This is an optimization exercise on Yosys and OpenROAD, whose aim is small area and a short achievable clock period, not a production implementation. RTL that was checked went through simulation tests only; none was proved equivalent to the original.

==> inputs of run a <==
Design chipInterface, start of the top module:
module chipInterface(
	input logic [17:0] SW,
	input logic [3:1] KEY,
	input logic KEY0,
	input logic CLOCK_50,
	output logic [6:0] HEX0, HEX1, HEX2, HEX3, HEX4, HEX5, HEX6, HEX7,
	output logic [7:0] LEDG,
	output logic [7:0] VGA_R, VGA_G, VGA_B,
	output logic VGA_BLANK_N, VGA_SYNC_N,
	output logic VGA_VS, VGA_HS
);
Settings: LEC_CHECK=0, ABC_AREA=1, CAP_MARGIN=20, CORE_MARGIN=2, CORE_UTILIZATION=40, SLEW_MARGIN=20; clock period 20.0 ns.
standard.sh (not shown) runs the stock make flow with config.mk's settings and CLKGATE_MAP_FILE= SYNTH_SCRIPT=/design/flow/synth_recipe.tcl, a recipe that flattens the netlist after the stock synthesis.
==> flow/flow/run.sh <==
#!/bin/bash
set -euo pipefail
MARGIN=11.8
CTS="-sink_clustering_enable -repair_clock_nets -buf_list sky130_fd_sc_hd__clkbuf_8 -sink_clustering_size 15 -sink_clustering_max_diameter 60 -dont_use_dummy_load"
bash standard.sh 'BUFFER_PORTS_ARGS=-buffer_cell sky130_fd_sc_hd__buf_1' "CTS_ARGS=$CTS" "SETUP_SLACK_MARGIN=$MARGIN" finish > standard_flow.log 2>&1
==> inputs of run b, as changes to run a <==
--- a/flow/design.v
+++ b/flow/design.v
@@ -5,12 +5,13 @@
 	input logic [2:0] guess0, guess1, guess2, guess3,
 	input logic [3:0] seenOutZnarly,
 	output logic [3:0] seenOutZood,
 	output logic zoodDone
 	);
 	logic [3:0] seenOutZoodReg, zoodFinal;
+	assign zoodFinal = seenOutZoodReg;
 	logic [2:0] guessAtIndex;
 	logic [1:0] index;
 	logic indexDone, gradeZoodIndexNow, changeSOZ, resetSeenOutZoodReg;
 	GradeZoodIndex idg(.*);
 	localparam logic [2:0] waiting = 3'd0, changeZ = 3'd5, done = 3'd6, check0 = 3'd1, check1 = 3'd2, check2 = 3'd3, check3 = 3'd4;
 	logic [2:0] currentState, nextState;
@@ -47,19 +48,17 @@
 		endcase
 	end
 	always_ff @(posedge CLOCK_50, posedge reset)
 		if (reset) begin
 			currentState <= waiting;
 			seenOutZood <= 0;
-			zoodFinal <= 0;
 		end
 		else begin
 			if (changeSOZ)
 				seenOutZood <= zoodFinal;
 			currentState <= nextState;
-			zoodFinal <= seenOutZoodReg;
 		end
 endmodule
 module GradeZoodIndex(
 	input logic gradeZoodIndexNow, CLOCK_50, reset, resetSeenOutZoodReg,
 	input logic [2:0] guessAtIndex,
 	input logic [2:0] master0, master1, master2, master3,
@@ -374,15 +373,19 @@
 			4'd12: zzDecode = 8'b0000_0111;
 			4'd13: zzDecode = 8'b1000_0111;
 			default: zzDecode = 8'b0000_1111;
 		endcase
 	endfunction
 	logic       ph;
-	logic [3:0] gx, gy;
-	logic [5:0] dx, dy;
+	logic [3:0] gx, gy, ngx, ngy;
+	logic [5:0] dx, dy, ndx, ndy;
 	logic       lineEnd, rowAdv;
+	assign ngx = gx;
+	assign ndx = dx;
+	assign ngy = gy;
+	assign ndy = dy;
 	assign lineEnd = ph & (gx == 4'd12) & (dx == 6'd6);             
 	assign rowAdv  = lineEnd | ((gy == 4'd9) & (dy == 6'd42));      
 	always_ff @(posedge clk, posedge reset)
 		if (reset) begin
 			ph <= 1'b1; gx <= 4'd12; dx <= 6'd7;     
 			gy <= 4'd9; dy <= 6'd43;                 
@@ -406,145 +409,139 @@
 			3'd2: cellBits = {1'b0, r16[12:10]};
 			3'd3: cellBits = {1'b0, r16[9:7]};
 			3'd4: cellBits = {1'b0, r16[6:4]};
 			default: cellBits = r16[3:0];
 		endcase
 	endfunction
-	logic [7:0]       rowValid;
 	logic [7:0][15:0] ring;
 	logic [2:0]       p, pendRow, tgt;
 	logic [15:0]      L, portIn, rowIn;
-	logic             pending, commitNow;
+	logic             pending, commitNow, w0, rowValid;
 	logic [3:0]       zzIn, C;
 	assign zzIn = zzEncode(Znarly, zoodCount);
 	assign rowIn = {SW[11:0], zzIn};
+	assign p = {dx[1:0], ph};
+	assign pendRow = RoundNumber[2:0] - 3'd1;
 	assign commitNow = pending & (p == pendRow);
 	assign portIn = commitNow ? L : ring[0];
-	assign tgt = (dx >= 6'd42) ? gx[2:0] + 3'd1 : gx[2:0];
-	always_ff @(posedge clk, posedge reset)
-		if (reset) rowValid <= 8'd0;
-		else if (clearGame) rowValid <= 8'd0;
-		else if (gamePlaying)
-			for (int r = 0; r < 8; r++)
-				if (RoundNumber == r) rowValid[r] <= 1'b1;
+	assign tgt = (ndx >= 6'd42) ? ngx[2:0] + 3'd1 : ngx[2:0];
+	assign rowValid = gamePlaying & (ngy < RoundNumber) & (w0 | (ngy != 4'd0));
 	always_ff @(posedge clk, posedge reset)
 		if (reset) begin
-			p <= 3'd0;
+			w0 <= 1'b0;
 			pending <= 1'b0;
 		end
 		else begin
-			p <= p + 3'd1;
+			w0 <= gamePlaying & (w0 | (RoundNumber == 4'd0));
 			if (clearGame) pending <= 1'b0;
 			else if (IncRoundNumber & gamePlaying & ~RoundNumber[3]) pending <= 1'b1;
 			else if (commitNow) pending <= 1'b0;
 		end
 	always_ff @(posedge clk) begin
 		ring[6:0] <= ring[7:1];
 		ring[7] <= portIn;
-		if (IncRoundNumber & gamePlaying) pendRow <= RoundNumber[2:0];
 		if (gamePlaying & (~pending | commitNow)) L <= rowIn;
-		if (p == gy[2:0]) C <= cellBits(portIn, tgt);
+		if (p == ngy[2:0]) C <= cellBits(portIn, tgt);
 	end
 	logic [3:0]  cbits;
 	logic [2:0]  shapeG, shapeM, numValue;
 	logic [7:0]  zzSq;
 	logic        zoneX, zoneY;
 	logic        segXa, segXr, segXl, segY0, segYup, segYlo, segY3, segY6;
 	logic [6:0]  isSeg;
 	logic        isNum, inBox, top, bottom, left, right;
 	logic [3:0]  boxX, boxY;
-	logic [4:0]  zzColor, nmColor, msColor;
+	logic [4:0]  zzColor, shapeColorNext, colorNext;
+	logic        masterNext;
 	always_comb begin
 		if (clearGame) cbits = 4'd0;
-		else if (gamePlaying & (RoundNumber == gy)) cbits = cellBits(rowIn, gx[2:0]);
-		else if (~rowValid[gy[2:0]]) cbits = 4'd0;
-		else if (pending & (pendRow == gy[2:0])) cbits = cellBits(L, gx[2:0]);
+		else if (gamePlaying & (RoundNumber == ngy)) cbits = cellBits(rowIn, ngx[2:0]);
+		else if (~rowValid) cbits = 4'd0;
+		else if (pending & (pendRow == ngy[2:0])) cbits = cellBits(L, ngx[2:0]);
 		else cbits = C;
 	end
 	assign shapeG = cbits[2:0];
 	always_comb begin
-		case (gx[1:0])
+		case (ngx[1:0])
 			2'd1: shapeM = masterD[3];
 			2'd2: shapeM = masterD[2];
 			2'd3: shapeM = masterD[1];
 			default: shapeM = masterD[0];
 		endcase
 	end
-	assign zoneX = (gx <= 4'd5);
-	assign zoneY = (gy <= 4'd8);
-	assign segXa  = (dx >= 6'd10) & (dx < 6'd32);
-	assign segXr  = (dx >= 6'd28) & (dx < 6'd32);
-	assign segXl  = (dx >= 6'd10) & (dx < 6'd14);
-	assign segY0  = (dy >= 6'd10) & (dy < 6'd14);
-	assign segYup = (dy >= 6'd10) & (dy < 6'd21);
-	assign segYlo = (dy >= 6'd21) & (dy < 6'd32);
-	assign segY3  = (dy >= 6'd28) & (dy < 6'd32);
-	assign segY6  = (dy >= 6'd19) & (dy < 6'd23);
+	assign zoneX = (ngx <= 4'd5);
+	assign zoneY = (ngy <= 4'd8);
+	assign segXa  = (ndx >= 6'd10) & (ndx < 6'd32);
+	assign segXr  = (ndx >= 6'd28) & (ndx < 6'd32);
+	assign segXl  = (ndx >= 6'd10) & (ndx < 6'd14);
+	assign segY0  = (ndy >= 6'd10) & (ndy < 6'd14);
+	assign segYup = (ndy >= 6'd10) & (ndy < 6'd21);
+	assign segYlo = (ndy >= 6'd21) & (ndy < 6'd32);
+	assign segY3  = (ndy >= 6'd28) & (ndy < 6'd32);
+	assign segY6  = (ndy >= 6'd19) & (ndy < 6'd23);
 	assign isSeg  = {segXa & segY6, segXl & segYup, segXl & segYlo, segXa & segY3,
 	                 segXr & segYlo, segXr & segYup, segXa & segY0};
-	assign numValue = (gx == 4'd5) ? NumGames : gy[2:0];
+	assign numValue = (ngx == 4'd5) ? NumGames : ngy[2:0];
 	always_comb
 		case (numValue)
 			3'd0: isNum = |isSeg[5:0];
 			3'd1: isNum = |isSeg[2:1];
 			3'd2: isNum = isSeg[0] | isSeg[1] | isSeg[6] | isSeg[4] | isSeg[3];
 			3'd3: isNum = (|isSeg[3:0]) | isSeg[6];
 			3'd4: isNum = (|isSeg[6:5]) | (|isSeg[2:1]);
 			3'd5: isNum = (|isSeg[6:5]) | (|isSeg[3:2]) | isSeg[0];
 			3'd6: isNum = (|isSeg[6:2]) | isSeg[0];
 			default: isNum = |isSeg[2:0];
 		endcase
-	assign inBox  = (dx < 6'd42) & (dy < 6'd42);
-	assign top    = (dy < 6'd15);
-	assign bottom = (dy >= 6'd27);
-	assign left   = (dx < 6'd15);
-	assign right  = (dx >= 6'd27);
-	assign boxX = {dx >= 6'd26, dx < 6'd16, dx >= 6'd26, dx < 6'd16};
-	assign boxY = {dy >= 6'd26, dy >= 6'd26, dy < 6'd16, dy < 6'd16};
+	assign inBox  = (ndx < 6'd42) & (ndy < 6'd42);
+	assign top    = (ndy < 6'd15);
+	assign bottom = (ndy >= 6'd27);
+	assign left   = (ndx < 6'd15);
+	assign right  = (ndx >= 6'd27);
+	assign boxX = {ndx >= 6'd26, ndx < 6'd16, ndx >= 6'd26, ndx < 6'd16};
+	assign boxY = {ndy >= 6'd26, ndy >= 6'd26, ndy < 6'd16, ndy < 6'd16};
 	assign zzSq = zzDecode(cbits);
 	always_comb begin
 		zzColor = C_BLACK;
 		for (int k = 3; k >= 0; k--)
 			if (boxX[k] & boxY[k] & inBox)
 				zzColor = zzSq[k] ? C_RED : zzSq[k+4] ? C_WHITE : C_BLACK;
 	end
+	assign shapeColorNext = inBox ? shapeColor((ngy == 4'd8) ? shapeM : shapeG, top, bottom, left, right) : C_BLACK;
+	assign masterNext = zoneX & (ngy == 4'd8) & (ngx != 4'd0) & (ngx != 4'd5);
 	always_comb begin
-		nmColor = C_BLACK;
-		msColor = C_BLACK;
+		colorNext = C_BLACK;
 		if (zoneX & zoneY) begin
-			if (gy == 4'd8) begin
-				if ((gx == 4'd5) & isNum) nmColor = C_CYAN;
-				else if ((gx != 4'd0) & (gx != 4'd5) & inBox)
-					msColor = shapeColor(shapeM, top, bottom, left, right);
-			end
-			else begin
-				if (gx == 4'd0) begin
-					if (isNum) nmColor = C_WHITE;
-				end
-				else if (gx == 4'd5) nmColor = zzColor;
-				else if (inBox) nmColor = shapeColor(shapeG, top, bottom, left, right);
+			if (ngx == 4'd5) begin
+				if (ngy == 4'd8) colorNext = isNum ? C_CYAN : C_BLACK;
+				else colorNext = zzColor;
+			end
+			else if (ngx == 4'd0) begin
+				if ((ngy != 4'd8) & isNum) colorNext = C_WHITE;
 			end
+			else colorNext = shapeColorNext;
 		end
 	end
-	logic [4:0] nmReg, msReg, col;
-	logic       hsReg, vsReg, blankReg;
+	logic [4:0] colorReg, col;
+	logic       notMaster, hsReg, vsReg, blankReg;
 	always_ff @(posedge clk, posedge reset)
 		if (reset) begin
-			nmReg <= 0; msReg <= 0;
+			colorReg <= C_BLACK;
+			notMaster <= 1'b1;
 			hsReg <= 1'b1; vsReg <= 1'b1; blankReg <= 1'b0;
 		end
 		else begin
-			nmReg <= nmColor;
-			msReg <= msColor;
+			colorReg <= colorNext;
+			notMaster <= ~masterNext;
 			hsReg <= ~(((gx == 4'd9) & (dx >= 6'd19)) | (gx == 4'd10) | ((gx == 4'd11) & (dx <= 6'd10)));
 			vsReg <= ~((gy == 4'd9) & ((dy == 6'd12) | (dy == 6'd13)));
 			blankReg <= ((gx == 4'd9) & (dx >= 6'd3)) | (gx == 4'd10) | (gx == 4'd11) |
 			            ((gx == 4'd12) & (dx <= 6'd6)) |
 			            ((gy == 4'd9) & (dy >= 6'd2) & (dy <= 6'd42));
 		end
-	assign col = nmReg | (SW[15] ? msReg : 5'd0);
+	assign col = colorReg & {5{notMaster | SW[15]}};
 	assign VGA_R = {col[3], col[4], col[4], col[3], col[3], col[4], col[4], col[3]};
 	assign VGA_G = {8{col[2]}};
 	assign VGA_B = {col[0], col[0], col[1], col[1], col[0], col[0], col[1], col[1]};
 	assign VGA_HS = hsReg;
 	assign VGA_VS = vsReg;
 	assign VGA_BLANK_N = ~blankReg;
==> flow/flow/run.sh (replaced) <==
#!/bin/bash
set -euo pipefail
MARGIN=0
CTS="-sink_clustering_enable -repair_clock_nets -buf_list sky130_fd_sc_hd__clkbuf_8 -sink_clustering_size 18 -sink_clustering_max_diameter 60 -dont_use_dummy_load"
bash standard.sh 'BUFFER_PORTS_ARGS=-buffer_cell sky130_fd_sc_hd__buf_1' "CTS_ARGS=$CTS" "SETUP_SLACK_MARGIN=$MARGIN" RECOVER_POWER=100 finish > standard_flow.log 2>&1
==> inputs of run c, as changes to run a <==
--- a/flow/design.v
+++ b/flow/design.v
@@ -153,17 +153,12 @@
 		bcd7[4] = z | w&y | x&~y;
 		bcd7[3] = z&w | w&y | x&y&z | x&~y&~z | ~y&z&~x;
 		bcd7[2] = w&x | w&y | ~x&y&~z;
 		bcd7[1] = w&x | w&y | x&~y&z | x&y&~z;
 		bcd7[0] = w&x | w&y | x&~y&~z | ~w&~x&~y&z;
 	endfunction
-	function automatic logic [6:0] bcd7to4(input logic [2:0] v);
-		logic x, y, z;
-		{x, y, z} = v;
-		bcd7to4 = {~x & ~y, y | z, x | z, x | (z & ~y), y & ~z, 1'b0, x | (z & ~y)};
-	endfunction
 	function automatic logic [2:0] popc(input logic [3:0] v);
 		popc = {2'b0, v[0]} + {2'b0, v[1]} + {2'b0, v[2]} + {2'b0, v[3]};
 	endfunction
 	logic c1, c2, goNow;
 	logic s1, s2, startGameNow;
 	logic k1, k2, LSN, GradeItNow;
@@ -288,43 +283,43 @@
 			else if (~gamePlaying) begin
 				Znarly <= 0;
 				GameWonOut <= 0;
 				seenOutZnarly <= 0;
 			end
 		end
-	assign GameOver = GameWonOut | RoundNumber[3];    
+	assign GameOver = GameWonOut | (RoundNumber == 4'd8);
 	GradeZood gz0(
 		.GradeZoodNow (GradeZoodNow), .CLOCK_50 (clk), .reset (reset),
 		.master0 (master[0]), .master1 (master[1]), .master2 (master[2]), .master3 (master[3]),
 		.guess0 (guess[0]), .guess1 (guess[1]), .guess2 (guess[2]), .guess3 (guess[3]),
 		.seenOutZnarly (seenOutZnarly), .seenOutZood (seenOutZood), .zoodDone (zoodDone));
 	logic [2:0] zoodCount, Zood;
 	assign zoodCount = popc(seenOutZood);
 	assign Zood = gamePlaying ? zoodCount : 3'd0;
 	assign HEX0 = bcd7({1'b0, NumGames});
-	assign HEX1 = RoundNumber[3] ? 7'b0 : bcd7({1'b0, RoundNumber[2:0]});
-	assign HEX2 = bcd7to4(Zood);
-	assign HEX3 = bcd7to4(Znarly);
+	assign HEX1 = bcd7(RoundNumber);
+	assign HEX2 = bcd7({1'b0, Zood});
+	assign HEX3 = bcd7({1'b0, Znarly});
 	assign HEX4 = bcd7(4'd0);
 	assign HEX5 = bcd7(seenOutZnarly);
 	assign HEX6 = bcd7(seenOutZood);
 	assign HEX7 = bcd7(4'd0);
 	assign LEDG = {5'b0, gamePlaying, GameOver, GameWon};
 	mastermindVGA vga(
 		.clk (clk), .reset (reset),
-		.SW (SW), .gamePlaying (gamePlaying), .clearGame (resetMaster), .IncRoundNumber (IncRoundNumber),
+		.SW (SW), .gamePlaying (gamePlaying), .clearGame (resetMaster),
 		.RoundNumber (RoundNumber), .Znarly (Znarly), .zoodCount (zoodCount),
 		.NumGames (NumGames), .masterD (masterD),
 		.VGA_R (VGA_R), .VGA_G (VGA_G), .VGA_B (VGA_B),
 		.VGA_BLANK_N (VGA_BLANK_N), .VGA_SYNC_N (VGA_SYNC_N),
 		.VGA_VS (VGA_VS), .VGA_HS (VGA_HS));
 endmodule
 module mastermindVGA(
 	input logic clk, reset,
 	input logic [17:0] SW,
-	input logic gamePlaying, clearGame, IncRoundNumber,
+	input logic gamePlaying, clearGame,
 	input logic [3:0] RoundNumber,
 	input logic [2:0] Znarly, zoodCount,
 	input logic [2:0] NumGames,
 	input logic [3:0][2:0] masterD,
 	output logic [7:0] VGA_R, VGA_G, VGA_B,
 	output logic VGA_BLANK_N, VGA_SYNC_N,
@@ -397,79 +392,47 @@
 			if (rowAdv) begin
 				if ((gy == 4'd10) & (dy == 6'd0)) begin gy <= 4'd0; dy <= 6'd0; end
 				else if (dy == 6'd51) begin gy <= gy + 4'd1; dy <= 6'd0; end
 				else dy <= dy + 6'd1;
 			end
 		end
-	function automatic logic [3:0] cellBits(input logic [15:0] r16, input logic [2:0] idx);
-		case (idx)
-			3'd1: cellBits = {1'b0, r16[15:13]};
-			3'd2: cellBits = {1'b0, r16[12:10]};
-			3'd3: cellBits = {1'b0, r16[9:7]};
-			3'd4: cellBits = {1'b0, r16[6:4]};
-			default: cellBits = r16[3:0];
-		endcase
-	endfunction
 	logic [7:0]       rowValid;
-	logic [7:0][15:0] ring;
-	logic [2:0]       p, pendRow, tgt;
-	logic [15:0]      L, portIn, rowIn;
-	logic             pending, commitNow;
-	logic [3:0]       zzIn, C;
+	logic [7:0][15:0] rowData;
+	logic [3:0]       zzIn;
 	assign zzIn = zzEncode(Znarly, zoodCount);
-	assign rowIn = {SW[11:0], zzIn};
-	assign commitNow = pending & (p == pendRow);
-	assign portIn = commitNow ? L : ring[0];
-	assign tgt = (dx >= 6'd42) ? gx[2:0] + 3'd1 : gx[2:0];
 	always_ff @(posedge clk, posedge reset)
 		if (reset) rowValid <= 8'd0;
 		else if (clearGame) rowValid <= 8'd0;
 		else if (gamePlaying)
 			for (int r = 0; r < 8; r++)
 				if (RoundNumber == r) rowValid[r] <= 1'b1;
-	always_ff @(posedge clk, posedge reset)
-		if (reset) begin
-			p <= 3'd0;
-			pending <= 1'b0;
-		end
-		else begin
-			p <= p + 3'd1;
-			if (clearGame) pending <= 1'b0;
-			else if (IncRoundNumber & gamePlaying & ~RoundNumber[3]) pending <= 1'b1;
-			else if (commitNow) pending <= 1'b0;
-		end
-	always_ff @(posedge clk) begin
-		ring[6:0] <= ring[7:1];
-		ring[7] <= portIn;
-		if (IncRoundNumber & gamePlaying) pendRow <= RoundNumber[2:0];
-		if (gamePlaying & (~pending | commitNow)) L <= rowIn;
-		if (p == gy[2:0]) C <= cellBits(portIn, tgt);
-	end
-	logic [3:0]  cbits;
+	always_ff @(posedge clk)
+		if (gamePlaying)
+			for (int r = 0; r < 8; r++)
+				if (RoundNumber == r) rowData[r] <= {SW[11:0], zzIn};
+	logic [15:0] rowNext;
 	logic [2:0]  shapeG, shapeM, numValue;
 	logic [7:0]  zzSq;
 	logic        zoneX, zoneY;
 	logic        segXa, segXr, segXl, segY0, segYup, segYlo, segY3, segY6;
 	logic [6:0]  isSeg;
 	logic        isNum, inBox, top, bottom, left, right;
 	logic [3:0]  boxX, boxY;
 	logic [4:0]  zzColor, nmColor, msColor;
 	always_comb begin
-		if (clearGame) cbits = 4'd0;
-		else if (gamePlaying & (RoundNumber == gy)) cbits = cellBits(rowIn, gx[2:0]);
-		else if (~rowValid[gy[2:0]]) cbits = 4'd0;
-		else if (pending & (pendRow == gy[2:0])) cbits = cellBits(L, gx[2:0]);
-		else cbits = C;
+		if (clearGame) rowNext = 16'd0;
+		else if (gamePlaying & (RoundNumber == gy)) rowNext = {SW[11:0], zzIn};
+		else if (rowValid[gy[2:0]]) rowNext = rowData[gy[2:0]];
+		else rowNext = 16'd0;
 	end
-	assign shapeG = cbits[2:0];
 	always_comb begin
 		case (gx[1:0])
-			2'd1: shapeM = masterD[3];
-			2'd2: shapeM = masterD[2];
-			2'd3: shapeM = masterD[1];
-			default: shapeM = masterD[0];
+			2'd1: begin shapeG = rowNext[15:13]; shapeM = masterD[3]; end
+			2'd2: begin shapeG = rowNext[12:10]; shapeM = masterD[2]; end
+			2'd3: begin shapeG = rowNext[9:7];   shapeM = masterD[1]; end
+			default: begin shapeG = rowNext[6:4]; shapeM = masterD[0]; end
 		endcase
 	end
 	assign zoneX = (gx <= 4'd5);
 	assign zoneY = (gy <= 4'd8);
 	assign segXa  = (dx >= 6'd10) & (dx < 6'd32);
 	assign segXr  = (dx >= 6'd28) & (dx < 6'd32);
@@ -497,13 +460,13 @@
 	assign top    = (dy < 6'd15);
 	assign bottom = (dy >= 6'd27);
 	assign left   = (dx < 6'd15);
 	assign right  = (dx >= 6'd27);
 	assign boxX = {dx >= 6'd26, dx < 6'd16, dx >= 6'd26, dx < 6'd16};
 	assign boxY = {dy >= 6'd26, dy >= 6'd26, dy < 6'd16, dy < 6'd16};
-	assign zzSq = zzDecode(cbits);
+	assign zzSq = zzDecode(rowNext[3:0]);
 	always_comb begin
 		zzColor = C_BLACK;
 		for (int k = 3; k >= 0; k--)
 			if (boxX[k] & boxY[k] & inBox)
 				zzColor = zzSq[k] ? C_RED : zzSq[k+4] ? C_WHITE : C_BLACK;
 	end
==> flow/flow/run.sh (replaced) <==
#!/bin/bash
set -euo pipefail
bash standard.sh 'BUFFER_PORTS_ARGS=-buffer_cell sky130_fd_sc_hd__buf_1' finish > standard_flow.log 2>&1
- CTS_BUF_LIST: not set -> sky130_fd_sc_hd__clkbuf_4
==> results.py <==
metrics = {
    "sta": {
        "rsz0062_at_grt": "true",
        "clock-skew-final_ns": 0.0605,
    },
    "final_layout": {
        "drive_gt1_share_pct": 10.2,
    },
    "outcome": {
        "status": "complete, no violations",
    },
    "synthesis": {
        "yosys.area.top_type": "dfrtp_1",
        "synth_ff_type": "dfxtp_1",
    },
    "floorplanning": {
        "start_util_pct": 40.8,
    },
    "grt": {
        "grt_first_pass_wirelength_um": 47500,
    },
}
[end of results for run a]
==> results.py <==
metrics = {
    "sta": {
        "rsz0062_at_grt": "false",
        "clock-skew-final_ns": 0.0415,
    },
    "critical_path": {
        "timing.rr.end": "vga.nmReg[3]",
    },
    "worst_hold_path": {
        "hold_start": "k1",
    },
    "synthesis": {
        "synth_ff_type": "edfxtp_1",
        "yosys.area.top_type": "edfxtp_1",
    },
    "outcome": {
        "status": "complete, no violations",
    },
    "final_layout": {
        "multi_input_area_share_pct": 36.4,
        "largest_register_ffs": 128,
    },
    "grt": {
        "use_met2_pct": 31.8,
    },
    "floorplanning": {
        "start_util_pct": 40.5,
    },
}
[end of results for run c]
==> results.py <==
metrics = {
    "synthesis": {
        "yosys.area.top_type": "dfxtp_1",
        "synth_ff_type": "dfxtp_1",
    },
    "flow_run": {
        "drv_cap": 2,
    },
    "outcome": {
        "so_faults": "max-capacitance violations, max-slew violations",
        "status": "finished with violations",
    },
    "sta": {
        "rsz0062_at_grt": "false",
        "clock-skew-final_ns": 0.0578,
        "maxSlewViolCount": 108,
    },
    "final_layout": {
        "drive_gt1_share_pct": 8.06,
    },
    "floorplanning": {
        "start_util_pct": 40.4,
    },
}
[end of results for run b]
Only the layout flow was run in run b; the RTL was not checked for function there.

afterwards: timing with drivers on the ports:
The results above use ideal ports. As a check the final layouts listed here were re-extracted and re-timed, cells and wires unchanged. Step 1 sets driving cells, clkbuf_16 on the clock port and buf_2 on the other inputs (assumed; they add their load-dependent delay and slew). Step 2 times the ports against the registers' clock, not the clock port: input delays grow and output delays shrink by t, the midpoint of the rising clock arrivals with the driver on. a / b / c = ideal / step 1 / step 2; a / b = the first two.
| run | shift t [ns] | setup slack, ns | worst hold slack (ns) | cell pins on the clock port's net |
|---|---|---|---|---|
| run a | 0.583 | 11.511 / 11.462 / 11.462 | 0.314 / 0.314 / 0.314 | 1 |
| run b | 0.567 | 11.351 / 11.327 / 11.060 | 0.277 / 0.277 / 0.277 | 1 |
| run c | 0.708 | 11.347 / 11.326 / 11.326 | 0.371 / 0.371 / 0.371 | 1 |
The setup slack of run b, which loses most, moves by -0.024 ns with the drivers and by -0.291 ns with both steps. Setup slack includes reset recovery checks.
